This is an optimization exercise on Yosys and OpenROAD, whose aim is small area, not a production implementation. At most, simulation tests tie the RTL to the original design; equivalence was not proved. Only the layout flow was run in runs 1, 5 and 6; the RTL was not checked for function there. Power is estimated from default activity; no workload was simulated.

$ cat flow/design.v
`timescale 1ns / 1ps
module top_UART (
	input  clk,
	input  rst,
	input  [8-1:0] status,
	input  [8-1:0] ram_dout,
	input  rx,
	output tx,
	output reg ram_we,
	output reg [8-1:0] ram_din,
	output reg [16-1:0] ram_addr,
	output reg [8-1:0] command
);
localparam [2:0] R_IDLE = 3'd0, R_START = 3'd1, R_READ = 3'd2, R_STOP = 3'd3,
                 R_RECV = 3'd4, R_ERR = 3'd5, R_DELAY = 3'd6;
reg [2:0]  rs;       
reg [10:0] rc;       
reg [8:0]  rsr;      
wire r_ev_half = rc == 11'b11100100101;    
wire r_ev_bit  = rc == 11'b00010101000;    
wire r_ev_rest = rc == 11'b10010111111;    
wire received = rs == R_RECV;
wire [7:0] rx_byte = rsr[8:1];
always @(posedge clk) begin
	if (rst)
		rs <= R_IDLE;
	else case (rs)
		R_IDLE:  if (!rx) rs <= R_START;
		R_START: if (r_ev_half) rs <= rx ? R_ERR : R_READ;
		R_READ:  if (r_ev_bit && rsr[1]) rs <= R_STOP;
		R_STOP:  if (r_ev_bit) rs <= rx ? R_RECV : R_ERR;
		R_RECV:  rs <= R_IDLE;
		R_ERR:   rs <= R_DELAY;
		R_DELAY: if (r_ev_rest) rs <= R_IDLE;
		default: rs <= R_IDLE;
	endcase
end
always @(posedge clk) begin
	if (rs == R_IDLE || rs == R_ERR ||
	    (rs == R_START && r_ev_half) || ((rs == R_READ || rs == R_STOP) && r_ev_bit))
		rc <= 11'd0;
	else
		rc <= {rc[9:0], ~(rc[10] ^ rc[8])};
	if (rs == R_START)
		rsr <= 9'h100;
	else if (rs == R_READ && r_ev_bit)
		rsr <= {rx, rsr[8:1]};
end
reg [3:0] tp;        
reg [9:0] tc;        
reg [7:0] tb;        
reg       t1;        
wire is_tx  = tp != 4'd0;
wire t_ev   = tc == 10'b1100011010;       
wire t_data = tp >= 4'd2 && tp <= 4'd9;
assign tx = (tp == 4'd1) ? 1'b0 : t_data ? tb[0] : 1'b1;
always @(posedge clk) begin
	if (rst)
		tp <= 4'd0;
	else if (!is_tx) begin
		if (t1) tp <= 4'd1;
	end else if (t_ev)
		tp <= (tp == 4'd11) ? 4'd0 : tp + 1'b1;
	if (!is_tx || t_ev)
		tc <= 10'd0;
	else
		tc <= {tc[8:0], ~(tc[9] ^ tc[6])};
end
localparam [3:0] IDLE = 4'd0, CHK_HEAD = 4'd1, WR_COMMAND = 4'd2, SND_PKT = 4'd3,
                 SND_HEAD = 4'd4, TRANS = 4'd5, WR_MEMORY = 4'd6, RD_MEMORY = 4'd7,
                 CALC_LNA = 4'd8,    
                 SNT_LNA = 4'd12;    
localparam [1:0] H_C = 2'd0, H_S = 2'd1, H_W = 2'd3, H_R = 2'd2;
reg [3:0]  st;
reg [1:0]  hd;       
reg [31:0] la;       
wire [15:0] len  = la[31:16];
wire [15:0] addr = la[15:0];
wire        wr = st == WR_MEMORY;
reg  [15:0] diff, addr_inc;
reg         cy, c8;
integer     i;
always @(*) begin
	cy = wr;
	for (i = 0; i < 8; i = i + 1) begin
		diff[i] = ram_addr[i] ^ ~addr[i] ^ cy;
		cy = (ram_addr[i] & ~addr[i]) | (cy & (ram_addr[i] ^ ~addr[i]));
	end
	c8 = cy;
	cy = c8_r;
	for (i = 8; i < 16; i = i + 1) begin
		diff[i] = ram_addr[i] ^ ~addr[i] ^ cy;
		cy = (ram_addr[i] & ~addr[i]) | (cy & (ram_addr[i] ^ ~addr[i]));
	end
	cy = 1'b1;
	for (i = 0; i < 16; i = i + 1) begin
		addr_inc[i] = ram_addr[i] ^ cy;
		cy = cy & ram_addr[i];
	end
end
reg c8_r;
always @(posedge clk) c8_r <= c8;
wire len_max = &len;
wire last = !wr ? (diff == len) : ram_we ? (diff == len) : len_max;
wire [7:0] head_byte = {3'b011, hd != H_C, 1'b0, hd == H_W, 1'b1, hd != H_R};
always @(posedge clk) begin
	if (rst) begin
		st <= IDLE;
		ram_we <= 1'b0;
		ram_addr <= 16'h0000;
		t1 <= 1'b0;
		ram_din <= 8'h00;
		command <= 8'h00;
	end else begin
		if (is_tx && t_ev && t_data)
			tb <= {tb[0], tb[7:1]};
		casez (st)
		IDLE: begin
			ram_we <= 1'b0;
			ram_addr <= 16'h0000;
			if (is_tx) t1 <= 1'b0;
			if (received && rx_byte == 8'h70) st <= CHK_HEAD;
		end
		CHK_HEAD: if (received) begin
			case (rx_byte)
			8'h63: begin hd <= H_C; st <= WR_COMMAND; end
			8'h73: begin hd <= H_S; st <= SND_PKT; end
			8'h77:  begin hd <= H_W; st <= CALC_LNA; end
			8'h72:  begin hd <= H_R; st <= CALC_LNA; end
			default:  st <= IDLE;
			endcase
		end
		WR_COMMAND: if (received) begin
			command <= rx_byte;
			st <= SND_PKT;
		end
		SND_PKT: begin
			if (is_tx) t1 <= 1'b0;
			else if (!t1) begin
				t1 <= 1'b1;
				tb <= 8'h70;
				st <= SND_HEAD;
			end
		end
		SND_HEAD: begin
			if (is_tx) t1 <= 1'b0;
			else if (!t1) begin
				t1 <= 1'b1;
				tb <= head_byte;
				st <= TRANS;
			end
		end
		TRANS: begin
			if (is_tx) t1 <= 1'b0;
			else if (hd[1]) begin
				st <= SNT_LNA;
				t1 <= 1'b0;
			end else if (!t1) begin
				tb <= hd[0] ? status : command;
				t1 <= 1'b1;
				st <= IDLE;
			end
		end
		4'b10??: if (received) begin     
			la <= {la[23:0], rx_byte};
			if (st[1:0] == 2'd3) begin
				ram_addr <= {la[7:0], rx_byte};
				st <= hd[0] ? WR_MEMORY : SND_PKT;
			end else
				st <= st + 1'b1;
		end
		4'b11??: begin                   
			if (is_tx) t1 <= 1'b0;
			else if (!t1) begin
				t1 <= 1'b1;
				tb <= la[31:24];
				la <= {la[23:0], la[31:24]};
				if (st[1:0] == 2'd3)
					st <= hd[0] ? IDLE : RD_MEMORY;
				else
					st <= st + 1'b1;
			end
		end
		RD_MEMORY: begin
			if (is_tx) t1 <= 1'b0;
			else if (!t1) begin
				if (!last) begin
					t1 <= 1'b1;
					tb <= ram_dout;
					ram_addr <= addr_inc;
				end else begin
					ram_addr <= 16'h0000;
					st <= IDLE;
				end
			end
		end
		WR_MEMORY: begin
			if (ram_we) ram_addr <= addr_inc;
			if (!last) begin
				if (received) begin
					ram_din <= rx_byte;
					ram_we <= 1'b1;
				end else
					ram_we <= 1'b0;
			end else begin
				ram_we <= 1'b0;
				ram_din <= 8'h00;
				st <= SND_PKT;
			end
		end
		endcase
	end
end
endmodule
$ cat flow/run.sh
#!/bin/bash
# synth_recipe.tcl (not shown) runs the flow's synth.tcl, then flattens the netlist and writes it again
# the make line also repeats each setting of config.mk as NAME=value (left out here)
make -C /OpenROAD-flow-scripts/flow DESIGN_CONFIG=/design/flow/config.mk WORK_HOME=/design/flow/orfs CLKGATE_MAP_FILE= SYNTH_SCRIPT=/design/flow/synth_recipe.tcl finish
$ cat flow/config.mk
export PLATFORM = sky130hd
export DESIGN_NAME = top_UART
export DESIGN_NICKNAME = top_UART
export VERILOG_FILES = /design/flow/design.v
export SDC_FILE = /design/flow/constraint.sdc
export NUM_CORES = 4
export LEC_CHECK = 0
export CAP_MARGIN = 20
export CORE_MARGIN = 2
export CORE_UTILIZATION = 40
export SLEW_MARGIN = 20
$ cat flow/constraint.sdc
create_clock -name core_clock -period 5.0 [get_ports {clk}]
set_input_delay 1.0000 -clock core_clock [delete_from_list [all_inputs] [get_ports {clk}]]
set_output_delay 1.0000 -clock core_clock [all_outputs]
set_load 0.01 [all_outputs]
==> results.txt, run 1 <==
Root Driver: clkbuf_16
Pwr/cell area: 303 nW/um2
DRT Wirelength: 17300 um
Fail Reasons: setup timing
CP required: 5.31 ns
Unique masters post-synth: 81
Post-Syn Nets: 720
Final #Nets: 780
Leak: 3.28 nW
Worst r2r src: st[0]$_SDFFE_PP0P_
Pre-CTS WS: -0.225 ns
Worst reg2reg path depth: 20
Post-synthesis register bit count: 117
Syn Area/Cell: 9.76 um2
Initial antenna violation count: 0
Via count: 5352
Gpl congestion: 0.919
Total grt overflow: 0
Placed Area: 7290 um2
Clock Pin Slew Worst Setup and Hold Paths: 0.06 ns
MaxCap Viol Count: 0
Ys Warns: 1
Worst hold stages: 1
Post-synth EDFFs: 42
H-tree Lvls: 4
Post-synth top cells: dfxtp_1 (75), nand2_1 (63), inv_1 (56)
Setup TNS: -0.392 ns
Clk_skew: 0.00998 ns
Drt first pass iters: 5
Worst-path fanout max: 5
Final Instance Area: 8150 um2
Top-count cell post-synth: dfxtp_1
Top cells by area, synth: dfxtp_1 (23%), edfxtp_1 (19%), fa_1 (4.6%), ha_1 (4.4%), mux2i_1 (4.3%)
Worst reg2reg path endpoint: ram_addr[13]$_SDFFE_PP0P_
Least-Margin Pin Slew: 1.09 ns
# DRC: 0
Worst Hold End: tc[5]$_SDFF_PP0_
Full die area: 17200 um2
Peak supply drop: 224 uV
Setup violations, final: 22
Clock sinks: 117
Register area share after synthesis: 0.427
Worst Setup Slack, final: -0.0593 ns
# IOs: 53
Max_slew headroom: 0.269
Area grow syn2layout: 26.0%
Post-CTS Hold Buffers: 0
Post-synth top area cell: dfxtp_1
Clock Latency Late Sink: 0.42 ns
GRT Total Usage: 0.205
Row count: 46
Final ANT Viol Nets: 0
Die H: 131 um
Hold_ws: 0.447 ns
Largest net degree at the start of global routing: 36
TritonCTS Buffers: 17
Post-synth top area share: 0.232
Asr flop ratio synth: 0
Dpl hpwl: 12300 um
Max frequency: 0.198 GHz
Cell area after synthesis: 6470 um2
Ant. Diodes: 0
CP endpoint kind: register
Initial DRC count: 466
Final hold vios: 0
Status: finished with violations
Setup CP Type: reg -> reg
Worst Hold Class: reg -> reg
RSZ-0062 raised after global routing: true
Final worst-path cycle share: 1.01
Bufs on Longest Clock Path: 2
Worst EP arrival: 5.37 ns
R2R setup slack: -0.06 ns
Proportion of layout cells with a drive suffix above 1: 0.156
Hold path start: tc[4]$_SDFF_PP0_
WL/cell: 18.2 um
Global-route wire length before repair: 28000 um
Max Slew Vio Count: 0
# port buffers: 52
Starting Density: 0.409
Die width: 131 um
Post-Syn Instances: 663
Vias in the first global route: 5260
CORE AREA: 15800 um2
CTS tree: done
CP Launch Type: register
DR vias/cell: 5.62
Tmin final: 5.06 ns
Main synth FF type: dfxtp_1
-- kinds of logic (layout without fill, tap and decap cells) --
logic type / count (synthesis) / after routing / share of synthesized area
buf+inv: 93 / 165 / 0.0589
flops: 117 / 117 / 0.427
mux: 34 / 34 / 0.0537
fa+ha+maj: 38 / 38 / 0.0908
xor+xnor: 22 / 22 / 0.0298
simple gates: 212 / 213 / 0.177
compound gates: 147 / 147 / 0.163
-- registers in the layout (all words and copies together) (netlist names), 2 cells and up --
signal    count
la           32
ram_addr     16
rc           11
tc           10
command       8
ram_din       8
rsr           8
tb            8
st            4
tp            4
rs            3
hd            2
-- metal layers --
layer	share of wire	up-vias	global-route usage
li1	-	2537	-
met1	0.45	2621	0.275
met2	0.48	164	0.326
met3	0.045	30	0.0436
met4	0.023	0	0.0755
met5	0	-	0
-- cells in the final DEF, fill, tap and decap left out, drive strengths merged, types with 6 or more instances in the layout --
master         synthesis  routed
o32ai                  9       9
nor2                  42      42
mux2i                 28      28
mux2                   6       6
ha                    23      23
nand3b                 6       6
inv                   56      59
clkdlybuf4s50          0      52
nand2                 64      64
a211oi                 7       7
a21oi                 34      34
o21ai                 31      31
and2                  22      22
fa                    15      15
nand3                 16      16
nor4                   6       6
edfxtp                42      42
nand4                  7       7
nor3                  11      11
buf                   16      25
xor2                  11      11
clkbuf                21      21
dfxtp                 75      75
a222oi                14      14
clkinv                 0       6
xnor2                 11      11
-- where the power goes --
group | total (W) | switching [W] | internal (W)
clock network | 0.00126 | 0.000461 | 0.000799
logic | 0.000169 | 0.0000991 | 0.0000700
registers | 0.00104 | 0.0000352 | 0.00101
total | 0.00247 | 0.000595 | 0.00187
-- worst max-delay path, cell delays in order, from the launching register on --
cell      delay [ns]
dfxtp_2         0.32
inv_2           0.07
ha_4            0.15
nand3b_4        0.08
fa_2            0.35
fa_2            0.34
fa_2            0.34
fa_2            0.35
fa_2            0.36
fa_2            0.35
fa_2            0.35
inv_2           0.06
fa_1            0.41
xnor2_1         0.19
nand4_1         0.12
buf_4           0.16
nor3_4          0.21
a31oi_4         0.15
buf_6           0.16
a222oi_1        0.35
inv_1           0.07
-- stage by stage --
stage	power, W	util	instances
6_report	0.00247	0.515	952
5_1_grt	0.00256	0.515	952
4_1_cts	0.00248	0.507	949
3_5_place_dp	0.00122	0.460	912
3_3_place_gp	0.00122	0.460	912
2_1_floorplan	0.00117	-	663
-- area by class of cell --
type / instances / area (um2)
Clock buffer: 21 / 482
Inverter: 56 / 210
Timing Repair Buffer: 77 / 744
Fill cell: 1436 / 7670
Tap cell: 216 / 270
Multi-Input combinational cell: 454 / 3540
Clock inverter: 11 / 139
Sequential cell: 117 / 2770
-- how the worst max path moves through the flow --
stage               cells past startpoint                        end               start
finish                                 20  ram_addr[13]$_SDFFE_PP0P_  st[0]$_SDFFE_PP0P_
CTS                                    20  ram_addr[13]$_SDFFE_PP0P_  st[0]$_SDFFE_PP0P_
global route                           20  ram_addr[13]$_SDFFE_PP0P_  st[0]$_SDFFE_PP0P_
global placement                       18            tb[6]$_DFFE_PN_  st[0]$_SDFFE_PP0P_
detailed placement                     19    ram_din[6]$_SDFFE_PP0P_  st[1]$_SDFFE_PP0P_
floorplan                              18            tb[6]$_DFFE_PN_  st[3]$_SDFFE_PP0P_
-- timing repair --
item / CTS / global route
cloned: 1 / 1
setup endpoints to repair: 34 / 37
pin swaps: 11 / 22
buffers inserted: 4 / 2
gates resized for setup: 17 / 20
==> inputs of run 2 (changes only) <==
--- a/flow/design.v
+++ b/flow/design.v
@@ -78,7 +78,7 @@
 wire [15:0] addr = la[15:0];
 wire        wr = st == WR_MEMORY;
 reg  [15:0] diff, addr_inc;
-reg         cy, c8;
+reg         cy, c8, c8_r, zero_r;
 integer     i;
 always @(*) begin
 	cy = wr;
@@ -98,10 +98,12 @@
 		cy = cy & ram_addr[i];
 	end
 end
-reg c8_r;
-always @(posedge clk) c8_r <= c8;
+always @(posedge clk) begin
+	c8_r <= c8;
+	zero_r <= diff == len;
+end
 wire len_max = &len;
-wire last = !wr ? (diff == len) : ram_we ? (diff == len) : len_max;
+wire last = (!wr || ram_we) ? zero_r : len_max;
 wire [7:0] head_byte = {3'b011, hd != H_C, 1'b0, hd == H_W, 1'b1, hd != H_R};
 always @(posedge clk) begin
 	if (rst) begin
--- a/flow/config.mk
+++ b/flow/config.mk
@@ -7,5 +7,6 @@
 export LEC_CHECK = 0
 export CAP_MARGIN = 20
 export CORE_MARGIN = 2
-export CORE_UTILIZATION = 40
+export CORE_UTILIZATION = 55
+export CTS_BUF_LIST = sky130_fd_sc_hd__clkbuf_2 sky130_fd_sc_hd__clkbuf_4
 export SLEW_MARGIN = 20
==> run 2 against run 1 <==
Now clean on timing, DRC and antenna. Synthesized cell count is 5.4% lower. Fmax is 6.8% higher. Register-to-register slack improved by 0.32 ns. Cell count fell by 13%.
==> results.txt, run 2 <==
Sw Share: 0.315 (+0.0745)
CTS tree: done
Asr flop ratio synth: 0 (unchanged)
Dpl hpwl: 12200 um (-0.80%)
Most frequent cells in the layout: dfxtp_1 (76), clkdlybuf4s50_1 (52), edfxtp_1 (42)
Die width: 112 um (-14%)
Post-cts repair resize count: 0 (-17)
Full die area: 12600 um2 (-27%)
H-tree Lvls: 4 (unchanged)
Gpl congestion: 0.913 (-0.60%)
Post-Syn Instances: 627 (-5.4%)
GRT Total Usage: 0.282 (+0.0771)
Commonest non-fill, non-tap cell in the layout: dfxtp_1
Final worst-path cycle share: 0.948 (-0.0640)
Post-CTS Hold Buffers: 0 (unchanged)
Fill count: 965 (-33%)
RSZ-0062 raised after global routing: false
CP required: 5.45 ns (+0.14 ns)
Max Slew Vio Count: 0 (unchanged)
# DRC: 0 (unchanged)
Main synth FF type: dfxtp_1
Cell area after synthesis: 6440 um2 (-0.44%)
Total grt overflow: 0 (unchanged)
Max_slew headroom: 0.407 (+0.138)
CP endpoint kind: register
Clock Latency Late Sink: 0.55 ns (+0.13 ns)
DR vias/cell: 6.33 (+13%)
Least-Margin Pin Slew: 0.886 ns (-0.207 ns)
Reg with most FFs: la
Clock sinks: 118 (+0.85%)
Final #Nets: 729 (-6.5%)
Register area share after synthesis: 0.432 (+0.00501)
Ys Warns: 1 (unchanged)
Top delay family on crit path: adder cells
Via count: 5242 (-2.1%)
Int Power: 0.00150 W (-20%)
Post-synthesis register bit count: 118 (+0.85%)
Part of the power in the clock network: 0.306 (-0.204)
Setup CP Type: reg -> reg
Worst EP arrival: 5.19 ns (-0.18 ns)
WL/cell: 20.5 um (+13%)
Area grow syn2layout: 13.9%
Pre-CTS WS: 0.348 ns (+0.573 ns)
Largest net degree at the start of global routing: 33 (-8.3%)
Pwr/cell area: 299 nW/um2 (-1.4%)
Setup violations, final: 0 (-100%)
Cell mode on critical path: fa_1
Top cells by area, synth: dfxtp_1 (24%), edfxtp_1 (20%), fa_1 (4.7%), ha_1 (4.5%), mux2i_1 (4.3%)
Number of setup buffers added after CTS: 0 (-4)
Die H: 112 um (-14%)
Worst Hold Class: reg -> reg
Final hold vios: 0 (unchanged)
DRT Wirelength: 17000 um (-1.9%)
Sw power: 0.000692 W (+16%)
Top-count cell post-synth: dfxtp_1
Proportion of layout cells with a drive suffix above 1: 0.0964 (-0.0599)
Root Driver: clkbuf_4
TritonCTS Buffers: 17 (unchanged)
Initial DRC count: 470 (+0.86%)
Sequential share of power: 0.491 (+0.069)
Peak supply drop: 284 uV (+27%)
Post-synth top area share: 0.236 (+0.00414)
Global-route wire length before repair: 27600 um (-1.4%)
Vias in the first global route: 5094 (-3.2%)
Row count: 39 (-15%)
Clk_skew: 0.0165 ns (+0.00650 ns)
Leak: 2.75 nW (-16%)
Setup TNS: 0 ns (+0.392 ns)
MaxCap Viol Count: 0 (unchanged)
Post-synth top area cell: dfxtp_1
Final ANT Viol Nets: 0 (unchanged)
Syn Area/Cell: 10.3 um2 (+5.3%)
Combinational power share: 0.203 (+0.135)
Status: finished clean
Post-synth top cells: dfxtp_1 (76), edfxtp_1 (42), nor2_1 (36)
Critical path's slowest cell: fa_1
Post-synth EDFFs: 42 (unchanged)
Worst-path fanout max: 5 (unchanged)
Clock Pin Slew Worst Setup and Hold Paths: 0.11 ns (+0.05 ns)
Starting Density: 0.564 (+0.155)
# port buffers: 52 (unchanged)
Max frequency: 0.211 GHz (+6.8%)
CORE AREA: 11400 um2 (-28%)
Regs by FF count: la x32, ram_addr x16, rc x11
Crit path buffers/inverters: 2 (-3)
# IOs: 53 (unchanged)
Largest register FFs: 32 (unchanged)
Tmin final: 4.74 ns (-0.320 ns)
Crit path largest cell delay: 0.42 ns (about the same)
Post-Syn Nets: 684 (-5.0%)
Unique masters post-synth: 78 (-3.7%)
Ant. Diodes: 0 (unchanged)
Worst Setup Slack, final: 0.261 ns (+0.320 ns)
Bufs on Longest Clock Path: 2 (unchanged)
CP Launch Type: register
Drt first pass iters: 5 (unchanged)
Final Total Pwr: 0.00219 W (-11%)
Initial antenna violation count: 0 (unchanged)
Worst-path cell chain: inv_1 -> ha_1 -> nand2_1 -> fa_1 -> fa_1 -> fa_1 -> fa_1 -> fa_1 -> fa_1 -> fa_1 -> inv_1 -> fa_1 -> xnor2_1 -> nand4_1 -> nor4_1
## run 2: cell types whose count changed in the layout (fill, tap and decap cells not counted), moves of 7 or more
cell / delta
buf_6: -7
a22o_1: +7
fa_2: -7
a22oi_1: +14
nand2_1: -36
fa_1: +7
clkbuf_16: -18
clkbuf_4: +17
a222oi_1: -13
inv_1: -22
nor2b_1: +12
## run 2: area by class of cell
type | count | area (um2) | area share
Clock buffer | 17 | 128 | 0.0174
Clock inverter | 15 | 134 | 0.0182
Inverter | 32 | 120 | 0.0164
Multi-Input combinational cell | 441 | 3400 | 0.464
Sequential cell | 118 | 2780 | 0.379
Tap cell | 143 | 179 | 0.0244
Timing Repair Buffer | 62 | 596 | 0.0811
## run 2: worst paths after layout
kind | startpoint | end | slack [ns] | cells after the start
max | st[0]$_SDFFE_PP0P_ | zero_r$_DFF_P_ | 0.26 | 15
min | la[13]$_DFFE_PP_ | la[21]$_DFFE_PP_ | 0.46 | 0
max reg2reg | st[0]$_SDFFE_PP0P_ | zero_r$_DFF_P_ | 0.26 | 15
min reg2reg | la[13]$_DFFE_PP_ | la[21]$_DFFE_PP_ | 0.46 | 0
## run 2: power groups by stage
stage	sequential [W]	clock (W)	combinational [W]
after floorplan	0.00107	0	0.000341
after global placement	0.00109	0	0.000427
after detailed placement	0.00110	0	0.000433
after CTS	0.00107	0.000683	0.000436
after global routing	0.00108	0.000732	0.000493
final	0.00108	0.000671	0.000445
## run 2: logic make-up (layout without fill, tap and decap cells)
group	Yosys count	in the layout	share of synthesized area
AND/OR/NAND/NOR	181	181	0.165
AO/OA/AOI/OAI	163	163	0.182
flip-flops	118	118	0.432
buffers and inverters	68	126	0.0406
adder cells (fa/ha/maj)	38	38	0.0912
multiplexers	36	36	0.0575
XOR/XNOR	23	23	0.0313
## run 2: layer usage
layer | track usage | up-vias | share of wire
met5 | 0 | - | 0
met4 | 0.102 | 0 | 0.023
met3 | 0.0745 | 33 | 0.087
met2 | 0.407 | 234 | 0.44
met1 | 0.409 | 2535 | 0.45
li1 | - | 2440 | -
## run 2: stage by stage
| step | instances | hold slack [ns] | cell area, um2 | util |
|---|---|---|---|---|
| 3_3_place_gp | 796 | 0.432 | 7080 | 0.620 |
| 5_1_grt | 828 | 0.470 | 7340 | 0.643 |
| 3_5_place_dp | 796 | 0.435 | 7080 | 0.620 |
| 4_1_cts | 828 | 0.461 | 7340 | 0.643 |
| 6_report | 828 | 0.460 | 7340 | 0.643 |
| 2_1_floorplan | 627 | 0.420 | 6440 | - |
==> inputs of run 3 (changes only) <==
--- a/flow/config.mk
+++ b/flow/config.mk
@@ -7,6 +7,8 @@
 export LEC_CHECK = 0
 export CAP_MARGIN = 20
 export CORE_MARGIN = 2
-export CORE_UTILIZATION = 55
-export CTS_BUF_LIST = sky130_fd_sc_hd__clkbuf_2 sky130_fd_sc_hd__clkbuf_4
+export CORE_UTILIZATION = 40
+export CTS_BUF_LIST = sky130_fd_sc_hd__clkbuf_4
+export CTS_CLUSTER_DIAMETER = 60
+export CTS_CLUSTER_SIZE = 20
 export SLEW_MARGIN = 20
==> run 3 against run 2 <==
Combinational power hardly changed. Area after synthesis stayed put. Critical path type unchanged. Design area is 1.2% higher. Still clean on timing, DRC and antenna. Setup slack worse by 0.081 ns. Sequential share of layout area is 0.44 points lower. Largest cell class unchanged. Via count is 0.63% lower.
==> results.txt, run 3 <==
Sw Share: 0.306 (-0.00971)
Peak supply drop: 123 uV (-57%)
Bufs on Longest Clock Path: 2 (unchanged)
H-tree Lvls: 4 (unchanged)
CP required: 5.44 ns (about the same)
Row count: 46 (+18%)
Starting Density: 0.407 (-0.157)
Final worst-path cycle share: 0.964 (+0.0162)
Status: finished clean
Least-Margin Pin Slew: 0.895 ns (+0.00910 ns)
Syn Area/Cell: 10.3 um2 (unchanged)
Most frequent cells in the layout: dfxtp_1 (76), clkdlybuf4s50_1 (52), edfxtp_1 (42)
Register area share after synthesis: 0.432 (unchanged)
Die H: 131 um (+17%)
Global-route wire length before repair: 28800 um (+4.5%)
Critical path's slowest cell: fa_1
Critical Path Start: st[0]$_SDFFE_PP0P_
Main synth FF type: dfxtp_1
Int Power: 0.00152 W (+1.4%)
CP Launch Type: register
# IOs: 53 (unchanged)
Worst reg2reg path depth: 15 (unchanged)
Max_slew headroom: 0.401 (-0.00609)
Worst Hold Class: reg -> reg
Total grt overflow: 0 (unchanged)
GRT Total Usage: 0.224 (-0.0582)
Setup CP Type: reg -> reg
Ys Warns: 1 (unchanged)
R2R setup slack: 0.18 ns (-0.08 ns)
Crit path largest cell delay: 0.43 ns (about the same)
Cell mode on critical path: fa_1
Worst Setup Slack, final: 0.179 ns (-0.0812 ns)
Top-count cell post-synth: dfxtp_1
Regs by FF count: la x32, ram_addr x16, rc x11
Final #Nets: 728 (-0.14%)
CP endpoint kind: register
Dpl hpwl: 12900 um (+5.9%)
MaxCap Viol Count: 0 (unchanged)
Crit path capture: zero_r$_DFF_P_
Worst-path fanout max: 5 (unchanged)
# port buffers: 52 (unchanged)
Post-synth EDFFs: 42 (unchanged)
Worst r2r src: st[0]$_SDFFE_PP0P_
WL/cell: 20.2 um (-1.6%)
Final hold vios: 0 (unchanged)
Post-synth top cells: dfxtp_1 (76), edfxtp_1 (42), nor2_1 (36)
Top cells by area, synth: dfxtp_1 (24%), edfxtp_1 (20%), fa_1 (4.7%), ha_1 (4.5%), mux2i_1 (4.3%)
Root Driver: clkbuf_4
Max Slew Vio Count: 0 (unchanged)
DRT Wirelength: 18200 um (+6.8%)
CTS tree: done
Post-synth top area cell: dfxtp_1
Clk_skew: 0.0233 ns (+0.00682 ns)
Fill count: 1497 (+55%)
Worst reg2reg path endpoint: zero_r$_DFF_P_
Cell area after synthesis: 6440 um2 (unchanged)
Sw power: 0.000671 W (-3.1%)
DR vias/cell: 5.79 (-8.5%)
Die width: 131 um (+17%)
Worst EP arrival: 5.26 ns (+0.07 ns)
Part of the power in the clock network: 0.305 (about the same)
Vias in the first global route: 5172 (+1.5%)
Post-Syn Instances: 627 (unchanged)
Largest register FFs: 32 (unchanged)
Gpl congestion: 0.902 (-1.3%)
TritonCTS Buffers: 17 (unchanged)
Asr flop ratio synth: 0 (unchanged)
Full die area: 17100 um2 (+36%)
Unique masters post-synth: 78 (unchanged)
Leak: 2.74 nW (-0.56%)
Reg with most FFs: la
Clock Pin Slew Worst Setup and Hold Paths: 0.10 ns (about the same)
Tmin final: 4.82 ns (+0.0812 ns)
Largest net degree at the start of global routing: 33 (unchanged)
Pre-CTS WS: 0.248 ns (-0.0995 ns)
Clock sinks: 118 (unchanged)
Commonest non-fill, non-tap cell in the layout: dfxtp_1
Post-Syn Nets: 684 (unchanged)
Combinational power share: 0.205 (+0.002)
# DRC: 0 (unchanged)
Area grow syn2layout: 15.3%
CORE AREA: 15800 um2 (+39%)
Post-synth top area share: 0.236 (unchanged)
Initial antenna violation count: 1 (+1)
Pwr/cell area: 295 nW/um2 (-1.1%)
Setup TNS: 0 ns (unchanged)
Max frequency: 0.207 GHz (-1.7%)
Final ANT Viol Nets: 0 (unchanged)
Clock Latency Late Sink: 0.54 ns (about the same)
Drt first pass iters: 5 (unchanged)
Sequential share of power: 0.490 (about the same)
Proportion of layout cells with a drive suffix above 1: 0.0924 (-0.00397)
Post-synthesis register bit count: 118 (unchanged)
Via count: 5209 (-0.63%)
Setup violations, final: 0 (unchanged)
Post-CTS Hold Buffers: 0 (unchanged)
Initial DRC count: 364 (-23%)
Worst-path cell chain: inv_1 -> ha_1 -> nand2_2 -> fa_1 -> fa_1 -> fa_1 -> fa_1 -> fa_1 -> fa_1 -> fa_1 -> inv_1 -> fa_1 -> xnor2_1 -> nand4_1 -> nor4_2
run 3: area by class of cell:
type | count | area [um2] | area share
multi-input combinational | 441 | 3410 | 0.459
sequential | 118 | 2780 | 0.375
timing repair buffer | 61 | 588 | 0.0792
tap | 216 | 270 | 0.0364
clock buffer | 22 | 165 | 0.0222
inverter | 32 | 120 | 0.0162
clock inverter | 8 | 87.6 | 0.0118
antenna | 1 | 2.50 | 0.000337
run 3: power by group through the flow:
| stage | clock (W) | combinational, W | sequential, W |
|---|---|---|---|
| floorplan | 0 | 0.000341 | 0.00107 |
| global placement | 0 | 0.000433 | 0.00109 |
| CTS | 0.000683 | 0.000442 | 0.00107 |
| finish | 0.000669 | 0.000448 | 0.00108 |
| global route | 0.000725 | 0.000501 | 0.00108 |
| detailed placement | 0 | 0.000438 | 0.00110 |
run 3: per-stage QoR:
step / power (W) / cells / cell area, um2 / hold slack, ns / utilization
2_1_floorplan: 0.00141 / 627 / 6440 / 0.420 / -
3_3_place_gp: 0.00153 / 868 / 7160 / 0.429 / 0.453
3_5_place_dp: 0.00153 / 868 / 7160 / 0.439 / 0.453
4_1_cts: 0.00220 / 898 / 7420 / 0.461 / 0.469
5_1_grt: 0.00231 / 899 / 7430 / 0.474 / 0.469
6_report: 0.00219 / 899 / 7430 / 0.463 / 0.469
run 3: worst min path at each step:
stage	startpoint	endpoint	slack, ns	cells past startpoint
2_1_floorplan	rc[6]$_SDFF_PP0_	rc[7]$_SDFF_PP0_	0.42	1
3_3_place_gp	la[9]$_DFFE_PP_	la[17]$_DFFE_PP_	0.43	0
5_1_grt	tc[5]$_SDFF_PP0_	tc[6]$_SDFF_PP0_	0.47	1
4_1_cts	tc[5]$_SDFF_PP0_	tc[6]$_SDFF_PP0_	0.46	1
3_5_place_dp	la[12]$_DFFE_PP_	la[20]$_DFFE_PP_	0.44	0
6_report	rc[6]$_SDFF_PP0_	rc[7]$_SDFF_PP0_	0.46	1
run 3: cells by family after synthesis:
logic type	share of synthesized area
DFF	0.432
muxes	0.0575
xor gates and xnor gates	0.0313
AOI/OAI and AO/OA	0.182
buffers and inverters	0.0406
adders and majority gates	0.0912
and+or+nand+nor	0.165
run 3: timing repair:
item / in CTS / in global routing
setup endpoints to repair: 0 / 1
setup buffers: 0 / 0
gates resized for setup: 0 / 2
run 3: routing by layer:
| layer | global-route usage | wire (um) | share of wire |
|---|---|---|---|
| met1 | 0.328 | 8760 | 0.48 |
| met2 | 0.327 | 7910 | 0.44 |
| met3 | 0.0505 | 1210 | 0.066 |
| met4 | 0.0726 | 283 | 0.016 |
| met5 | 0 | 0 | 0 |
run 3: worst max-delay path, delay by kind of cell, from the launching register on:
family                   cells  cell delay, ns
flip-flops                   1            0.36
buffers and inverters        2            0.20
adder cells (fa/ha/maj)      9            3.48
XOR/XNOR                     1            0.16
AND/OR/NAND/NOR              3            0.53
==> inputs of run 4 (changes only) <==
--- a/flow/config.mk
+++ b/flow/config.mk
@@ -8,7 +8,4 @@
 export CAP_MARGIN = 20
 export CORE_MARGIN = 2
 export CORE_UTILIZATION = 40
-export CTS_BUF_LIST = sky130_fd_sc_hd__clkbuf_4
-export CTS_CLUSTER_DIAMETER = 60
-export CTS_CLUSTER_SIZE = 20
 export SLEW_MARGIN = 20
==> run 4 against run 3 <==
Global-route usage grew 0.089 points. Area after synthesis is the same. Design area grew 4.2%. Synthesized cell count is the same. Setup slack gained 0.018 ns. Largest power group is now the clock network. Fmax grew 0.38%. Wire length grew 1.2%. Sequential power is essentially flat. Non-clock buffer count is the same. Highest routed layer unchanged. Still clean on timing, DRC and antenna. Clock skew shrank 0.011 ns. Core utilization grew 2.0 points.
==> results.txt, run 4 <==
Status: finished clean
Fill count: 1481 (-1.1%)
Setup TNS: 0 ns (unchanged)
Least-Margin Pin Slew: 0.944 ns (+0.0490 ns)
Post-Synth Adder-Cell Area: 0.0912 (unchanged)
Root Driver: clkbuf_16
GRT Total Usage: 0.224 (+0.000895)
Number of setup buffers added after CTS: 0 (unchanged)
Final ANT Viol Nets: 0 (unchanged)
Unique masters post-synth: 78 (unchanged)
Full die area: 17100 um2 (unchanged)
Register area share after synthesis: 0.432 (unchanged)
Reg with most FFs: la
Post-synth top area cell: dfxtp_1
Tmin final: 4.80 ns (-0.0182 ns)
# port buffers: 52 (unchanged)
Largest net degree at the start of global routing: 33 (unchanged)
Max_slew headroom: 0.368 (-0.0328)
Dpl hpwl: 12900 um (unchanged)
Final hold vios: 0 (unchanged)
Worst Hold Class: reg -> reg
Commonest non-fill, non-tap cell in the layout: dfxtp_1
Top cells by area, synth: dfxtp_1 (24%), edfxtp_1 (20%), fa_1 (4.7%), ha_1 (4.5%), mux2i_1 (4.3%)
Initial DRC count: 375 (+3.0%)
DRT Wirelength: 18400 um (+1.2%)
Clock sinks: 118 (unchanged)
CORE AREA: 15800 um2 (unchanged)
Post-CTS Hold Buffers: 0 (unchanged)
Ys Warns: 1 (unchanged)
Vias in the first global route: 5141 (-0.60%)
Area grow syn2layout: 20.1%
Ant. Diodes: 0 (-1)
Global-route wire length before repair: 29000 um (+0.41%)
Clock Pin Slew Worst Setup and Hold Paths: 0.05 ns (-0.05 ns)
Post-Synth XOR/XNOR Area: 0.0313 (unchanged)
Total grt overflow: 0 (unchanged)
Final worst-path cycle share: 0.960 (-0.00363)
TritonCTS Buffers: 17 (unchanged)
DR vias/cell: 5.80 (about the same)
Worst-path fanout max: 5 (unchanged)
Main combinational cell family by area after synthesis: compound AO/OA/AOI/OAI gates
Setup CP Type: reg -> reg
Setup violations, final: 0 (unchanged)
Synth Area in Compound Gates: 0.182 (unchanged)
Clock Latency Late Sink: 0.42 ns (-0.12 ns)
Bufs on Longest Clock Path: 2 (unchanged)
CTS tree: done
CP required: 5.32 ns (-0.12 ns)
Gpl congestion: 0.902 (unchanged)
Worst EP arrival: 5.12 ns (-0.14 ns)
Initial antenna violation count: 0 (-1)
CP endpoint kind: register
Post-synth top cells: dfxtp_1 (76), edfxtp_1 (42), nor2_1 (36)
Clk_skew: 0.0127 ns (-0.0106 ns)
Post-synth top area share: 0.236 (unchanged)
Via count: 5207 (-0.038%)
Leak: 2.87 nW (+4.9%)
# IOs: 53 (unchanged)
H-tree Lvls: 4 (unchanged)
Drt first pass iters: 7 (+2)
Post-layout util: 0.489 (+0.0197)
Proportion of layout cells with a drive suffix above 1: 0.0909 (-0.00147)
Row count: 46 (unchanged)
Max Slew Vio Count: 0 (unchanged)
# DRC: 0 (unchanged)
Asr flop ratio synth: 0 (unchanged)
Largest register FFs: 32 (unchanged)
Most frequent cells in the layout: dfxtp_1 (76), clkdlybuf4s50_1 (52), edfxtp_1 (42)
Post-synth EDFFs: 42 (unchanged)
MaxCap Viol Count: 0 (unchanged)
Main synth FF type: dfxtp_1
Post-synthesis register bit count: 118 (unchanged)
Regs by FF count: la x32, ram_addr x16, rc x11
Starting Density: 0.407 (unchanged)
CP Launch Type: register
Final Total Pwr: 0.00272 W (+24%)
Syn Area/Cell: 10.3 um2 (unchanged)
Simple-gate portion of the synthesized area: 0.165 (unchanged)
Peak supply drop: 250 uV (+100%)
Post-Syn Nets: 684 (unchanged)
Die width: 131 um (unchanged)
Post-cts repair resize count: 0 (unchanged)
Top-count cell post-synth: dfxtp_1
Post-Syn Instances: 627 (unchanged)
Max frequency: 0.208 GHz (+0.38%)
WL/cell: 20.5 um (+1.3%)
Die H: 131 um (unchanged)
Post-synthesis mux area share: 0.0575 (unchanged)
Cell area after synthesis: 6440 um2 (unchanged)
Final #Nets: 728 (unchanged)
Pwr/cell area: 351 nW/um2 (+19%)
run 4: path summary, 6_finish.rpt:
kind                 startpoint                to  slack, ns  depth (start not counted)
min reg2reg    la[12]$_DFFE_PP_  la[20]$_DFFE_PP_       0.45                          0
min            la[12]$_DFFE_PP_  la[20]$_DFFE_PP_       0.45                          0
max          st[0]$_SDFFE_PP0P_    zero_r$_DFF_P_       0.20                         15
max reg2reg  st[0]$_SDFFE_PP0P_    zero_r$_DFF_P_       0.20                         15
run 4: metal layers:
layer	track usage	wire [um]	vias up
li1	-	-	2437
met1	0.329	8970	2566
met2	0.332	8050	183
met3	0.0480	1120	21
met4	0.0695	231	0
met5	0	0	-
run 4: cell families (layout without fill, tap and decap cells):
| logic type | count (synthesis) | after routing |
|---|---|---|
| adder cells (fa/ha/maj) | 38 | 38 |
| flip-flops | 118 | 118 |
| multiplexers | 36 | 36 |
| AND/OR/NAND/NOR | 181 | 181 |
| XOR/XNOR | 23 | 23 |
| buffers and inverters | 68 | 123 |
| AO/OA/AOI/OAI | 163 | 163 |
run 4: area by class of cell:
class	instances	area, um2	area share
Clock buffer	27	524	0.0677
Timing Repair Buffer	61	588	0.0760
Tap cell	216	270	0.0349
Sequential cell	118	2780	0.360
Multi-Input combinational cell	441	3410	0.441
Clock inverter	3	42.5	0.00550
Inverter	32	120	0.0155
run 4: critical path, stage by stage (launching register included):
cell,delay (ns)
dfxtp_1,0.34
inv_1,0.13
ha_1,0.21
nand2_2,0.11
fa_1,0.41
fa_1,0.40
fa_1,0.41
fa_1,0.43
fa_1,0.40
fa_1,0.41
fa_1,0.37
inv_1,0.07
fa_1,0.43
xnor2_1,0.16
nand4_1,0.12
nor4_2,0.29
run 4: stage by stage:
| stage | cell area (um2) | setup slack [ns] | hold WS (ns) | cells |
|---|---|---|---|---|
| detailed placement | 7160 | 0.248 | 0.439 | 868 |
| finish | 7740 | 0.198 | 0.455 | 898 |
| CTS | 7730 | 0.222 | 0.451 | 898 |
| global route | 7740 | -0.0411 | 0.462 | 898 |
| global placement | 7160 | 0.373 | 0.429 | 868 |
| floorplan | 6440 | 0.282 | 0.420 | 627 |
run 4: power breakdown:
group	total, W	internal (W)	switching, W
Combinational	0.000451	0.000177	0.000274
Sequential	0.00108	0.00104	0.0000419
Clock	0.00119	0.000760	0.000430
==> inputs of run 5 (changes only) <==
--- a/flow/design.v
+++ b/flow/design.v
@@ -46,21 +46,21 @@
 	else if (rs == R_READ && r_ev_bit)
 		rsr <= {rx, rsr[8:1]};
 end
-reg [3:0] tp;        
+localparam [3:0] T_IDLE = 4'd2, T_START = 4'd7;
+reg [3:0] tp;
 reg [9:0] tc;        
 reg [7:0] tb;        
 reg       t1;        
-wire is_tx  = tp != 4'd0;
+wire is_tx  = tp != T_IDLE;
 wire t_ev   = tc == 10'b1100011010;       
-wire t_data = tp >= 4'd2 && tp <= 4'd9;
-assign tx = (tp == 4'd1) ? 1'b0 : t_data ? tb[0] : 1'b1;
+assign tx = tp[3] ? tb[tp[2:0]] : tp != T_START;
 always @(posedge clk) begin
 	if (rst)
-		tp <= 4'd0;
+		tp <= T_IDLE;
 	else if (!is_tx) begin
-		if (t1) tp <= 4'd1;
+		if (t1) tp <= T_START;
 	end else if (t_ev)
-		tp <= (tp == 4'd11) ? 4'd0 : tp + 1'b1;
+		tp <= tp + 1'b1;
 	if (!is_tx || t_ev)
 		tc <= 10'd0;
 	else
@@ -114,8 +114,6 @@
 		ram_din <= 8'h00;
 		command <= 8'h00;
 	end else begin
-		if (is_tx && t_ev && t_data)
-			tb <= {tb[0], tb[7:1]};
 		casez (st)
 		IDLE: begin
 			ram_we <= 1'b0;
==> run 5 against run 4 <==
Synthesized cell count down 5.9%. Sequential power about the same. Critical path type unchanged. Largest cell class unchanged. Critical endpoint unchanged. Sequential share of layout area up 1.5 points. Largest power group unchanged. Combinational power up 4%. Highest routed layer unchanged. Die area down 3.4%. Critical path depth up 1. Cell count down 6.6%. Still clean. Total power down 2.8%. Clock skew down 0.0048 ns.
==> results.txt, run 5 <==
Layout Cells excl Fill: 839 (-6.6%)
Part of the power in the clock network: 0.425 (-0.013)
CP Launch Type: register
Full die area: 16600 um2 (-3.4%)
Final ANT Viol Nets: 0 (unchanged)
Syn Area/Cell: 10.5 um2 (+2.5%)
CTS tree: done
Clock Latency Late Sink: 0.43 ns (about the same)
Initial DRC count: 323 (-14%)
Clock sinks: 118 (unchanged)
Post-Syn Nets: 645 (-5.7%)
Final #Nets: 693 (-4.8%)
Max frequency: 0.210 GHz (+1.0%)
Largest net degree at the start of global routing: 47 (+42%)
Top cells by area, synth: dfxtp_1 (24%), edfxtp_1 (20%), fa_1 (4.8%), ha_1 (4.2%), nor2_1 (3.7%)
Final hold vios: 0 (unchanged)
Fill count: 1394 (-5.9%)
Tmin final: 4.75 ns (-0.0482 ns)
Gpl congestion: 0.883 (-2.2%)
DRT Wirelength: 15700 um (-15%)
Pwr/cell area: 355 nW/um2 (+1.2%)
Bufs on Longest Clock Path: 2 (unchanged)
Most frequent cells in the layout: dfxtp_1 (76), nor2_1 (62), clkdlybuf4s50_1 (51)
Initial antenna violation count: 0 (unchanged)
Row count: 45 (-2.2%)
Sequential share of power: 0.398 (about the same)
Final Total Pwr: 0.00264 W (-2.8%)
Worst Setup Slack, final: 0.246 ns (+0.0482 ns)
Post-Synth XOR/XNOR Area: 0.0324 (+0.00114)
Sw Share: 0.292 (+0.0182)
Post-Synth Adder-Cell Area: 0.0906 (-0.000683)
Pre-CTS WS: 0.174 ns (-0.0740 ns)
Post-synth EDFFs: 42 (unchanged)
Crit path largest cell delay: 0.42 ns (about the same)
TritonCTS Buffers: 17 (unchanged)
Drt first pass iters: 7 (unchanged)
Register area share after synthesis: 0.448 (+0.0158)
# port buffers: 52 (unchanged)
Dpl hpwl: 10900 um (-15%)
CP required: 5.32 ns (about the same)
Clk_skew: 0.00789 ns (-0.00480 ns)
Worst-path cell chain: inv_2 -> ha_1 -> and3b_2 -> inv_1 -> fa_1 -> fa_1 -> fa_1 -> fa_1 -> fa_1 -> fa_1 -> fa_1 -> inv_1 -> fa_1 -> xnor2_1 -> nand4_1 -> nor4_1
Largest register FFs: 32 (unchanged)
# IOs: 53 (unchanged)
Commonest non-fill, non-tap cell in the layout: dfxtp_1
Least-Margin Pin Slew: 1.05 ns (+0.105 ns)
R2R setup slack: 0.25 ns (+0.05 ns)
Total grt overflow: 0 (unchanged)
Reg with most FFs: la
Combinational power share: 0.177 (+0.011)
Dpl cells: 807 (-7.0%)
Worst EP arrival: 5.08 ns (-0.04 ns)
WL/cell: 18.7 um (-8.5%)
Starting Density: 0.409 (+0.00178)
H-tree Lvls: 4 (unchanged)
DR vias/cell: 5.64 (-2.8%)
RSZ-0062 raised after global routing: false
Regs by FF count: la x32, ram_addr x16, rc x11
Die H: 129 um (-1.7%)
CORE AREA: 15200 um2 (-4.0%)
Setup violations, final: 0 (unchanged)
Proportion of layout cells with a drive suffix above 1: 0.114 (+0.0228)
# DRC: 0 (unchanged)
Setup TNS: 0 ns (unchanged)
Post-synth top cells: dfxtp_1 (76), nor2_1 (62), nand2_1 (46)
Die width: 129 um (-1.7%)
Cell mode on critical path: fa_1
Cell area after synthesis: 6220 um2 (-3.5%)
Final worst-path cycle share: 0.951 (-0.00965)
Clock Pin Slew Worst Setup and Hold Paths: 0.06 ns (about the same)
Post-synth top area share: 0.245 (+0.00865)
Leak: 2.74 nW (-4.8%)
Post-Syn Instances: 590 (-5.9%)
Ys Warns: 1 (unchanged)
Setup CP Type: reg -> reg
Max Slew Vio Count: 0 (unchanged)
Ant. Diodes: 0 (unchanged)
Unique masters post-synth: 78 (unchanged)
Synth Area in Compound Gates: 0.168 (-0.0144)
Peak supply drop: 227 uV (-9.3%)
Post-synthesis register bit count: 118 (unchanged)
Area grow syn2layout: 19.5%
Via count: 4730 (-9.2%)
Status: finished clean
MaxCap Viol Count: 0 (unchanged)
Simple-gate portion of the synthesized area: 0.179 (+0.0133)
Post-synth top area cell: dfxtp_1
Post-synthesis mux area share: 0.0407 (-0.0168)
Int Power: 0.00187 W (-5.3%)
Main combinational cell family by area after synthesis: simple AND/OR/NAND/NOR gates
Main synth FF type: dfxtp_1
Root Driver: clkbuf_16
Worst-path fanout max: 6 (+1)
Max_slew headroom: 0.299 (-0.0694)
Top-count cell post-synth: dfxtp_1
GRT Total Usage: 0.202 (-0.0221)
Worst Hold Class: reg -> reg
Critical path's slowest cell: fa_1
CP endpoint kind: register
Global-route wire length before repair: 25700 um (-11%)
Vias in the first global route: 4805 (-6.5%)
Asr flop ratio synth: 0 (unchanged)
Sw power: 0.000772 W (+3.6%)
==> run 5: power by group through the flow <==
stage	logic [W]	registers, W	clock network [W]
2_1_floorplan	0.000377	0.00106	0
3_3_place_gp	0.000451	0.00107	0
3_5_place_dp	0.000460	0.00107	0
4_1_cts	0.000463	0.00105	0.00114
5_1_grt	0.000516	0.00106	0.00119
6_report	0.000468	0.00105	0.00112
==> run 5: metrics by stage <==
stage               utilization  cell area [um2]  hold WS, ns
floorplan                     -             6220        0.420
global placement          0.453             6880        0.430
detailed placement        0.453             6880        0.440
CTS                       0.489             7430        0.440
global route              0.489             7430        0.455
finish                    0.489             7430        0.441
==> run 5: final cells by class <==
type	count	area (um2)	share of cell area
multi-input cells	410	3180	0.428
flip-flops and latches	118	2780	0.375
repair buffers	59	568	0.0765
clock buffers	22	475	0.0640
well taps	188	235	0.0317
inverters	32	120	0.0162
clock inverters	10	70.1	0.00943
==> run 5: cells by family (layout without fill, tap and decap cells) <==
logic type	after synthesis	in the layout
and+or+nand+nor	205	205
adders and majority gates	36	36
buffers and inverters	62	123
DFF	118	118
AOI/OAI and AO/OA	124	124
xor gates and xnor gates	23	23
muxes	22	22
==> run 5: repair_timing <==
item,CTS,global route
resized for setup,0,2
setup endpoints to repair,0,1
hold buffers,0,0
endpoints found under the hold margin,0,0
setup buffers,0,0
==> run 5: critical path: cells and delay by family (launching register included) <==
| kind | cells | cell delay (ns) |
|---|---|---|
| adders and majority gates | 9 | 3.31 |
| DFF | 1 | 0.37 |
| xor gates and xnor gates | 1 | 0.15 |
| and+or+nand+nor | 3 | 0.57 |
| buffers and inverters | 3 | 0.25 |
==> run 5: worst paths after layout <==
path | from | end | depth (start not counted)
worst max-delay path | st[0]$_SDFFE_PP0P_ | zero_r$_DFF_P_ | 16
worst max register to register | st[0]$_SDFFE_PP0P_ | zero_r$_DFF_P_ | 16
worst min-delay path | la[13]$_DFFE_PP_ | la[21]$_DFFE_PP_ | 0
worst min register to register | la[13]$_DFFE_PP_ | la[21]$_DFFE_PP_ | 0
==> run 5: metal layers <==
metal | vias up | part of all wire | global-route usage
met4 | 0 | 0.014 | 0.0588
met1 | 2298 | 0.48 | 0.286
met2 | 158 | 0.44 | 0.301
met5 | - | 0 | 0
met3 | 20 | 0.065 | 0.0607
li1 | 2254 | - | -
==> inputs of run 6 (changes only) <==
==> flow/flow/run.sh (new file) <==
#!/bin/bash
# Layout flow: the standard ORFS flow (standard.sh) with two changes:
#  - each port gets a sky130_fd_sc_hd__buf_1 as its port buffer;
#  - the clock tree is built from small clock buffers, without dummy loads.
# Each tool's output goes to standard.log in the work folder.
set -euo pipefail
export BUFFER_PORTS_ARGS="-buffer_cell sky130_fd_sc_hd__buf_1"
export CTS_ARGS="-sink_clustering_enable -repair_clock_nets -buf_list sky130_fd_sc_hd__clkbuf_4 -root_buf sky130_fd_sc_hd__clkbuf_8 -dont_use_dummy_load"
bash standard.sh > standard.log 2>&1
==> flow/standard.sh (new file) <==
#!/bin/bash
# synth_recipe.tcl (not shown) runs the flow's synth.tcl, then flattens the netlist and writes it again
# the make line also repeats each setting of config.mk as NAME=value (left out here)
make -C /OpenROAD-flow-scripts/flow DESIGN_CONFIG=/design/flow/config.mk WORK_HOME=/design/flow/orfs CLKGATE_MAP_FILE= SYNTH_SCRIPT=/design/flow/synth_recipe.tcl "${@:-finish}"
removed: flow/run.sh
==> run 6 against run 5 <==
Still clean on timing, DRC and antenna. Wire length down 2.9%. Die area stayed put. Core utilization is 4.8 points lower. Global-route usage down 0.99 points. Non-clock buffer count did not move. Via count fell by 0.82%. Sequential power is essentially flat. Clock power shrank 59%. Combinational power shrank 3%. Area after synthesis unchanged. Total power down 26%. Critical path type unchanged. Largest cell class unchanged. Largest power group is now registers.
==> results.txt, run 6 <==
Pwr/cell area: 293 nW/um2 (-17%)
Pre-CTS WS: 0.226 ns (+0.0514 ns)
Initial DRC count: 382 (+18%)
Final #Nets: 693 (unchanged)
Starting Density: 0.409 (unchanged)
Post-cts repair resize count: 0 (unchanged)
Status: finished clean
Unique masters post-synth: 78 (unchanged)
GRT Total Usage: 0.192 (-0.00985)
Root Driver: clkbuf_8
Clk_skew: 0.0371 ns (+0.0292 ns)
Top-count cell post-synth: dfxtp_1
Max_slew headroom: 0.333 (+0.0340)
CTS tree: done
Post-CTS Hold Buffers: 0 (unchanged)
H-tree Lvls: 4 (unchanged)
Peak supply drop: 191 uV (-16%)
Final worst-path cycle share: 0.949 (-0.00211)
Reg with most FFs: la
DRT Wirelength: 15200 um (-2.9%)
Proportion of layout cells with a drive suffix above 1: 0.0959 (-0.0178)
CP Launch Type: register
Max frequency: 0.211 GHz (+0.22%)
Global-route wire length before repair: 24400 um (-4.9%)
Leak: 2.43 nW (-11%)
Die width: 129 um (unchanged)
DR vias/cell: 5.69 (+0.98%)
Clock Pin Slew Worst Setup and Hold Paths: 0.10 ns (+0.04 ns)
Main synth FF type: dfxtp_1
Final Total Pwr: 0.00197 W (-26%)
Tmin final: 4.74 ns (-0.0106 ns)
Post-Syn Nets: 645 (unchanged)
Total grt overflow: 0 (unchanged)
CORE AREA: 15200 um2 (unchanged)
Max Slew Vio Count: 0 (unchanged)
Register area share after synthesis: 0.448 (unchanged)
Final ANT Viol Nets: 0 (unchanged)
Worst Hold Class: reg -> reg
Most frequent cells in the layout: dfxtp_1 (76), nor2_1 (62), buf_1 (51)
Cell area after synthesis: 6220 um2 (unchanged)
Worst Setup Slack, final: 0.256 ns (+0.0106 ns)
Ys Warns: 1 (unchanged)
Setup violations, final: 0 (unchanged)
Row count: 45 (unchanged)
Die H: 129 um (unchanged)
Asr flop ratio synth: 0 (unchanged)
Setup CP Type: reg -> reg
Post-Syn Instances: 590 (unchanged)
Bufs on Longest Clock Path: 2 (unchanged)
Via count: 4691 (-0.82%)
Largest register FFs: 32 (unchanged)
TritonCTS Buffers: 17 (unchanged)
Clock sinks: 118 (unchanged)
Post-synth EDFFs: 42 (unchanged)
Final hold vios: 0 (unchanged)
Clock Latency Late Sink: 0.42 ns (about the same)
Post-synth top cells: dfxtp_1 (76), nor2_1 (62), nand2_1 (46)
Area grow syn2layout: 7.75%
Least-Margin Pin Slew: 1.00 ns (-0.0477 ns)
Ant. Diodes: 0 (unchanged)
# DRC: 0 (unchanged)
Commonest non-fill, non-tap cell in the layout: dfxtp_1
Gpl congestion: 0.845 (-4.2%)
Initial antenna violation count: 0 (unchanged)
CP endpoint kind: register
Syn Area/Cell: 10.5 um2 (unchanged)
WL/cell: 18.5 um (-1.2%)
Worst-path fanout max: 6 (unchanged)
Worst EP arrival: 5.06 ns (-0.02 ns)
Largest net degree at the start of global routing: 47 (unchanged)
RSZ-0062 raised after global routing: false
# IOs: 53 (unchanged)
Top cells by area, synth: dfxtp_1 (24%), edfxtp_1 (20%), fa_1 (4.8%), ha_1 (4.2%), nor2_1 (3.7%)
Post-synth top area share: 0.245 (unchanged)
Post-synthesis register bit count: 118 (unchanged)
Full die area: 16600 um2 (unchanged)
MaxCap Viol Count: 0 (unchanged)
Drt first pass iters: 6 (-1)
Setup TNS: 0 ns (unchanged)
Vias in the first global route: 4458 (-7.2%)
CP required: 5.32 ns (about the same)
Regs by FF count: la x32, ram_addr x16, rc x11
# port buffers: 52 (unchanged)
Number of setup buffers added after CTS: 0 (unchanged)
Dpl hpwl: 10900 um (+0.12%)
Post-synth top area cell: dfxtp_1
## run 6: cells by family after synthesis
group | synth area share
multiplexers | 0.0407
adder cells (fa/ha/maj) | 0.0906
AND/OR/NAND/NOR | 0.179
flip-flops | 0.448
XOR/XNOR | 0.0324
buffers and inverters | 0.0423
AO/OA/AOI/OAI | 0.168
## run 6: layer usage
layer / GRT usage / share of wire / vias up
li1: - / - / 2243
met1: 0.280 / 0.49 / 2277
met2: 0.282 / 0.43 / 155
met3: 0.0532 / 0.063 / 16
met4: 0.0531 / 0.012 / 0
met5: 0 / 0 / -
## run 6: layout make-up
cell class / instances / area (um2)
Multi-Input combinational cell: 410 / 3180
Tap cell: 188 / 235
Timing Repair Buffer: 59 / 249
Sequential cell: 118 / 2780
Fill cell: 1439 / 8500
Clock buffer: 17 / 134
Inverter: 32 / 120
## run 6: where the power goes
part	total (W)	switching, W	internal (W)
sequential	0.00105	0.0000351	0.00101
combinational	0.000456	0.000287	0.000169
clock	0.000460	0.000294	0.000166
## run 6: per-stage QoR
| step | util | hold slack (ns) | cells | instance area [um2] |
|---|---|---|---|---|
| floorplan | - | 0.420 | 590 | 6220 |
| global placement | 0.431 | 0.431 | 806 | 6560 |
| detailed placement | 0.432 | 0.437 | 807 | 6560 |
| CTS | 0.441 | 0.427 | 824 | 6700 |
| global route | 0.441 | 0.430 | 824 | 6700 |
| finish | 0.441 | 0.417 | 824 | 6700 |
## run 6: path summary, 6_finish.rpt
path,depth (start not counted),from,slack (ns),endpoint
setup / recovery,16,st[0]$_SDFFE_PP0P_,0.26,zero_r$_DFF_P_
hold / removal,1,tc[3]$_SDFF_PP0_,0.42,tc[4]$_SDFF_PP0_
setup reg to reg,16,st[0]$_SDFFE_PP0P_,0.26,zero_r$_DFF_P_
hold reg to reg,1,tc[3]$_SDFF_PP0_,0.42,tc[4]$_SDFF_PP0_
## run 6: critical path, cell delays in order, from the launching register on
cell and delay (ns):
dfxtp_1 0.36, inv_1 0.13, ha_1 0.17, and3b_2 0.22
inv_1 0.07, fa_1 0.38, fa_1 0.39, fa_1 0.39
fa_1 0.40, fa_1 0.41, fa_1 0.39, fa_1 0.36
inv_1 0.07, fa_1 0.42, xnor2_1 0.14, nand4_1 0.09
nor4_1 0.26
==> inputs of run 7 (changes only) <==
--- a/flow/design.v
+++ b/flow/design.v
@@ -12,15 +12,15 @@
 	output reg [8-1:0] command
 );
 localparam [2:0] R_IDLE = 3'd0, R_START = 3'd1, R_READ = 3'd2, R_STOP = 3'd3,
-                 R_RECV = 3'd4, R_ERR = 3'd5, R_DELAY = 3'd6;
-reg [2:0]  rs;       
-reg [10:0] rc;       
-reg [8:0]  rsr;      
-wire r_ev_half = rc == 11'b11100100101;    
-wire r_ev_bit  = rc == 11'b00010101000;    
-wire r_ev_rest = rc == 11'b10010111111;    
+                 R_RECV = 3'd4, R_ERR = 3'd5, R_WAIT1 = 3'd6, R_WAIT2 = 3'd7;
+reg [2:0] rs;        
+reg [9:0] rc;        
+reg [8:1] rsr;       
+wire r_ev_half = rc == 10'b0110001110;    
+wire r_ev_bit  = rc == 10'b1100011010;    
+wire r_ev_bit1 = rc == 10'b1110001101;    
 wire received = rs == R_RECV;
-wire [7:0] rx_byte = rsr[8:1];
+wire [7:0] rx_byte = rsr;
 always @(posedge clk) begin
 	if (rst)
 		rs <= R_IDLE;
@@ -30,21 +30,21 @@
 		R_READ:  if (r_ev_bit && rsr[1]) rs <= R_STOP;
 		R_STOP:  if (r_ev_bit) rs <= rx ? R_RECV : R_ERR;
 		R_RECV:  rs <= R_IDLE;
-		R_ERR:   rs <= R_DELAY;
-		R_DELAY: if (r_ev_rest) rs <= R_IDLE;
-		default: rs <= R_IDLE;
+		R_ERR:   rs <= R_WAIT1;
+		R_WAIT1: if (r_ev_bit) rs <= R_WAIT2;
+		R_WAIT2: if (r_ev_bit1) rs <= R_IDLE;
 	endcase
 end
 always @(posedge clk) begin
-	if (rs == R_IDLE || rs == R_ERR ||
-	    (rs == R_START && r_ev_half) || ((rs == R_READ || rs == R_STOP) && r_ev_bit))
-		rc <= 11'd0;
+	if (rs == R_IDLE || rs == R_ERR || (rs == R_START && r_ev_half) ||
+	    ((rs == R_READ || rs == R_STOP || rs == R_WAIT1) && r_ev_bit))
+		rc <= 10'd0;
 	else
-		rc <= {rc[9:0], ~(rc[10] ^ rc[8])};
+		rc <= {rc[8:0], ~(rc[9] ^ rc[6])};
 	if (rs == R_START)
-		rsr <= 9'h100;
+		rsr <= 8'h80;
 	else if (rs == R_READ && r_ev_bit)
-		rsr <= {rx, rsr[8:1]};
+		rsr <= {rx, rsr[8:2]};
 end
 localparam [3:0] T_IDLE = 4'd2, T_START = 4'd7;
 reg [3:0] tp;
==> flow/flow/run.sh (replaced) <==
#!/bin/bash
# Layout flow: the standard ORFS flow (standard.sh) with three changes:
#  - synthesis maps the logic with an area-oriented ABC script (abc_area.script
#    beside this file, used through ABC_AREA=1 from config.mk); registers and
#    everything else in synthesis are as in the standard flow;
#  - each port gets a sky130_fd_sc_hd__buf_1 as its port buffer;
#  - the clock tree is built from small clock buffers, without dummy loads.
# The ORFS scripts are used from a copy in the work folder that differs only
# in abc_area.script. All tool output goes to standard.log in the work folder.
set -euo pipefail
here=$(pwd)
rm -rf "$here/orfs_scripts"
cp -r "$FLOW_HOME/scripts" "$here/orfs_scripts"
cp "$here/flow/abc_area.script" "$here/orfs_scripts/abc_area.script"
export SCRIPTS_DIR="$here/orfs_scripts"
export BUFFER_PORTS_ARGS="-buffer_cell sky130_fd_sc_hd__buf_1"
export CTS_ARGS="-sink_clustering_enable -repair_clock_nets -buf_list sky130_fd_sc_hd__clkbuf_4 -root_buf sky130_fd_sc_hd__clkbuf_8 -dont_use_dummy_load"
bash standard.sh > standard.log 2>&1
==> flow/flow/abc_area.script (new file) <==
strash
dch -f
map -a
strash
dch -f
map -a
amap
topo
--- a/flow/config.mk
+++ b/flow/config.mk
@@ -5,7 +5,10 @@
 export SDC_FILE = /design/flow/constraint.sdc
 export NUM_CORES = 4
 export LEC_CHECK = 0
+export ABC_AREA = 1
 export CAP_MARGIN = 20
 export CORE_MARGIN = 2
-export CORE_UTILIZATION = 40
+export CORE_UTILIZATION = 50
+export GPL_ROUTABILITY_DRIVEN = 0
+export GPL_TIMING_DRIVEN = 0
 export SLEW_MARGIN = 20
==> run 7 against run 6 <==
The layout now fails its checks (setup timing). Core utilization grew 14 points. Setup slack got worse by 0.27 ns. Highest routed layer unchanged. Cell count down 1.1%. Clock-buffer cell count unchanged. Largest power group unchanged. Flip-flop and latch count shrank 1.
==> results.txt, run 7 <==
Status: finished with violations
Fail Reasons: setup timing
Area grow syn2layout: 13.3%
Final ANT Viol Nets: 0 (unchanged)
CP endpoint kind: register
RSZ-0062 raised after global routing: true
Worst Hold Class: reg -> reg
# IOs: 53 (unchanged)
Setup CP Type: reg -> reg
Post-Syn Instances: 591 (+0.17%)
Final #Nets: 732 (+5.6%)
Root Driver: clkbuf_8
Tmin final: 5.02 ns (+0.274 ns)
Peak supply drop: 217 uV (+13%)
Clk_skew: 0.0349 ns (-0.00225 ns)
Most frequent cells in the layout: nor2_1 (94), clkinv_1 (90), dfxtp_1 (71)
Post-synth EDFFs: 42 (unchanged)
Unique masters post-synth: 40 (-49%)
Max frequency: 0.199 GHz (-5.5%)
# port buffers: 52 (unchanged)
Post-synth top area share: 0.268 (+0.0234)
Proportion of layout cells with a drive suffix above 1: 0.0919 (-0.00406)
Full die area: 12100 um2 (-27%)
Critical path's slowest cell: fa_1
Post-layout util: 0.583 (+0.142)
Clock sinks: 117 (-0.85%)
MaxCap Viol Count: 0 (unchanged)
Syn Area/Cell: 9.48 um2 (-10%)
Crit path largest cell delay: 0.43 ns (about the same)
Register area share after synthesis: 0.493 (+0.0457)
TritonCTS Buffers: 17 (unchanged)
WL/cell: 18.4 um (-0.39%)
Post-synth top cells: nor2_1 (96), clkinv_1 (95), dfxtp_1 (75)
Worst Setup Slack, final: -0.0177 ns (-0.274 ns)
Row count: 38 (-16%)
Bufs on Longest Clock Path: 2 (unchanged)
Vias in the first global route: 4559 (+2.3%)
Die width: 110 um (-15%)
CTS tree: done
Top-count cell post-synth: nor2_1
Post-Syn Nets: 646 (+0.16%)
Total grt overflow: 0 (unchanged)
Dpl cells: 788 (-2.4%)
Initial DRC count: 347 (-9.2%)
Pwr/cell area: 338 nW/um2 (+15%)
Via count: 4910 (+4.7%)
Leak: 2.13 nW (-12%)
Least-Margin Pin Slew: 1.04 ns (+0.0368 ns)
Cell area after synthesis: 5600 um2 (-9.9%)
Final hold vios: 0 (unchanged)
Setup violations, final: 1 (+1)
CORE AREA: 10900 um2 (-28%)
H-tree Lvls: 4 (unchanged)
Clock Pin Slew Worst Setup and Hold Paths: 0.11 ns (about the same)
Global-route wire length before repair: 23500 um (-4.0%)
Worst EP arrival: 5.36 ns (+0.30 ns)
Worst-path cell chain: inv_4 -> ha_4 -> clkinv_4 -> nor2_4 -> inv_4 -> fa_2 -> fa_2 -> fa_2 -> fa_2 -> fa_2 -> fa_2 -> fa_2 -> inv_2 -> fa_1 -> nand2_1 -> o21ai_1 -> or4_4 -> nor4_4
CP Launch Type: register
Clock Latency Late Sink: 0.43 ns (about the same)
Final worst-path cycle share: 1.00 (+0.0548)
Die H: 110 um (-15%)
Commonest non-fill, non-tap cell in the layout: nor2_1
DRT Wirelength: 15000 um (-1.5%)
DR vias/cell: 6.02 (+5.8%)
Worst-path fanout max: 5 (-1)
Largest net degree at the start of global routing: 37 (-21%)
Drt first pass iters: 5 (-1)
Reg with most FFs: la
Max_slew headroom: 0.306 (-0.0271)
Asr flop ratio synth: 0 (unchanged)
Top cells by area, synth: dfxtp_1 (27%), edfxtp_1 (23%), nor2_1 (6.4%), clkinv_1 (6.4%), fa_1 (5.4%)
run 7: power breakdown:
| group | leakage [nW] | internal (W) | switching [W] |
|---|---|---|---|
| logic | 1.06 | 0.000187 | 0.000374 |
| clock network | 0.0808 | 0.000166 | 0.000307 |
| registers | 0.987 | 0.00105 | 0.0000573 |
run 7: worst max-delay path: cells and delay by family (launching register included):
family                   cells  cell delay (ns)
AO/OA/AOI/OAI                1             0.07
adder cells (fa/ha/maj)      9             3.34
flip-flops                   1             0.37
buffers and inverters        4             0.25
AND/OR/NAND/NOR              4             0.90
run 7: path summary, 6_finish.rpt:
path                                          to  depth (start not counted)  slack [ns]               start
worst min register to register  tc[9]$_SDFF_PP0_                          2        0.43    tc[8]$_SDFF_PP0_
worst max-delay path              zero_r$_DFF_P_                         18       -0.02  st[0]$_SDFFE_PP0P_
worst max register to register    zero_r$_DFF_P_                         18       -0.02  st[0]$_SDFFE_PP0P_
worst min-delay path            tc[9]$_SDFF_PP0_                          2        0.43    tc[8]$_SDFF_PP0_
run 7: through the flow:
step,total power [W],hold slack (ns),worst slack [ns],instance area [um2],setup TNS (ns)
after detailed placement,0.00165,0.413,-0.378,6050,-0.378
after floorplan,0.00149,0.403,0.0110,5610,0
after CTS,0.00212,0.431,0.0429,6240,0
final,0.00214,0.430,-0.0177,6350,-0.0177
after global placement,0.00162,0.415,-0.776,5980,-25.09
after global routing,0.00226,0.443,-0.125,6350,-0.125
run 7: final cells by class:
cell class / instances / area [um2]
Clock buffer: 17 / 134
Fill cell: 1001 / 4540
Inverter: 95 / 367
Multi-Input combinational cell: 379 / 2580
Sequential cell: 117 / 2770
Tap cell: 140 / 175
Timing Repair Buffer: 67 / 324
run 7: repair_timing:
item	CTS	global route
resized for setup	12	15
cloned	0	0
endpoints found under the hold margin	0	0
setup buffers	2	8
pin swaps	3	14
endpoints found under the setup margin	1	1
run 7: cell families (layout without fill, tap and decap cells):
group	count (synthesis)	in the layout	share of synthesized area
AND/OR/NAND/NOR	162	162	0.128
AO/OA/AOI/OAI	180	180	0.213
adder cells (fa/ha/maj)	36	36	0.101
flip-flops	117	117	0.493
buffers and inverters	95	179	0.0637
XOR/XNOR	1	1	0.00156
run 7: metal layers:
layer,wire length (um),GRT usage,vias to the layer above
li1,-,-,2327
met1,6820,0.362,2349
met2,6670,0.386,201
met3,1150,0.0699,33
met4,393,0.113,0
met5,0,0,-

Re-timed with assumed drivers on the ports (clkbuf_16 on the clock, buf_2 on other inputs), run 7 has -0.018 ns of setup slack against -0.018 ns with ideal ports, and -0.018 ns once port delays also move by the mid clock arrival of 0.447 ns.
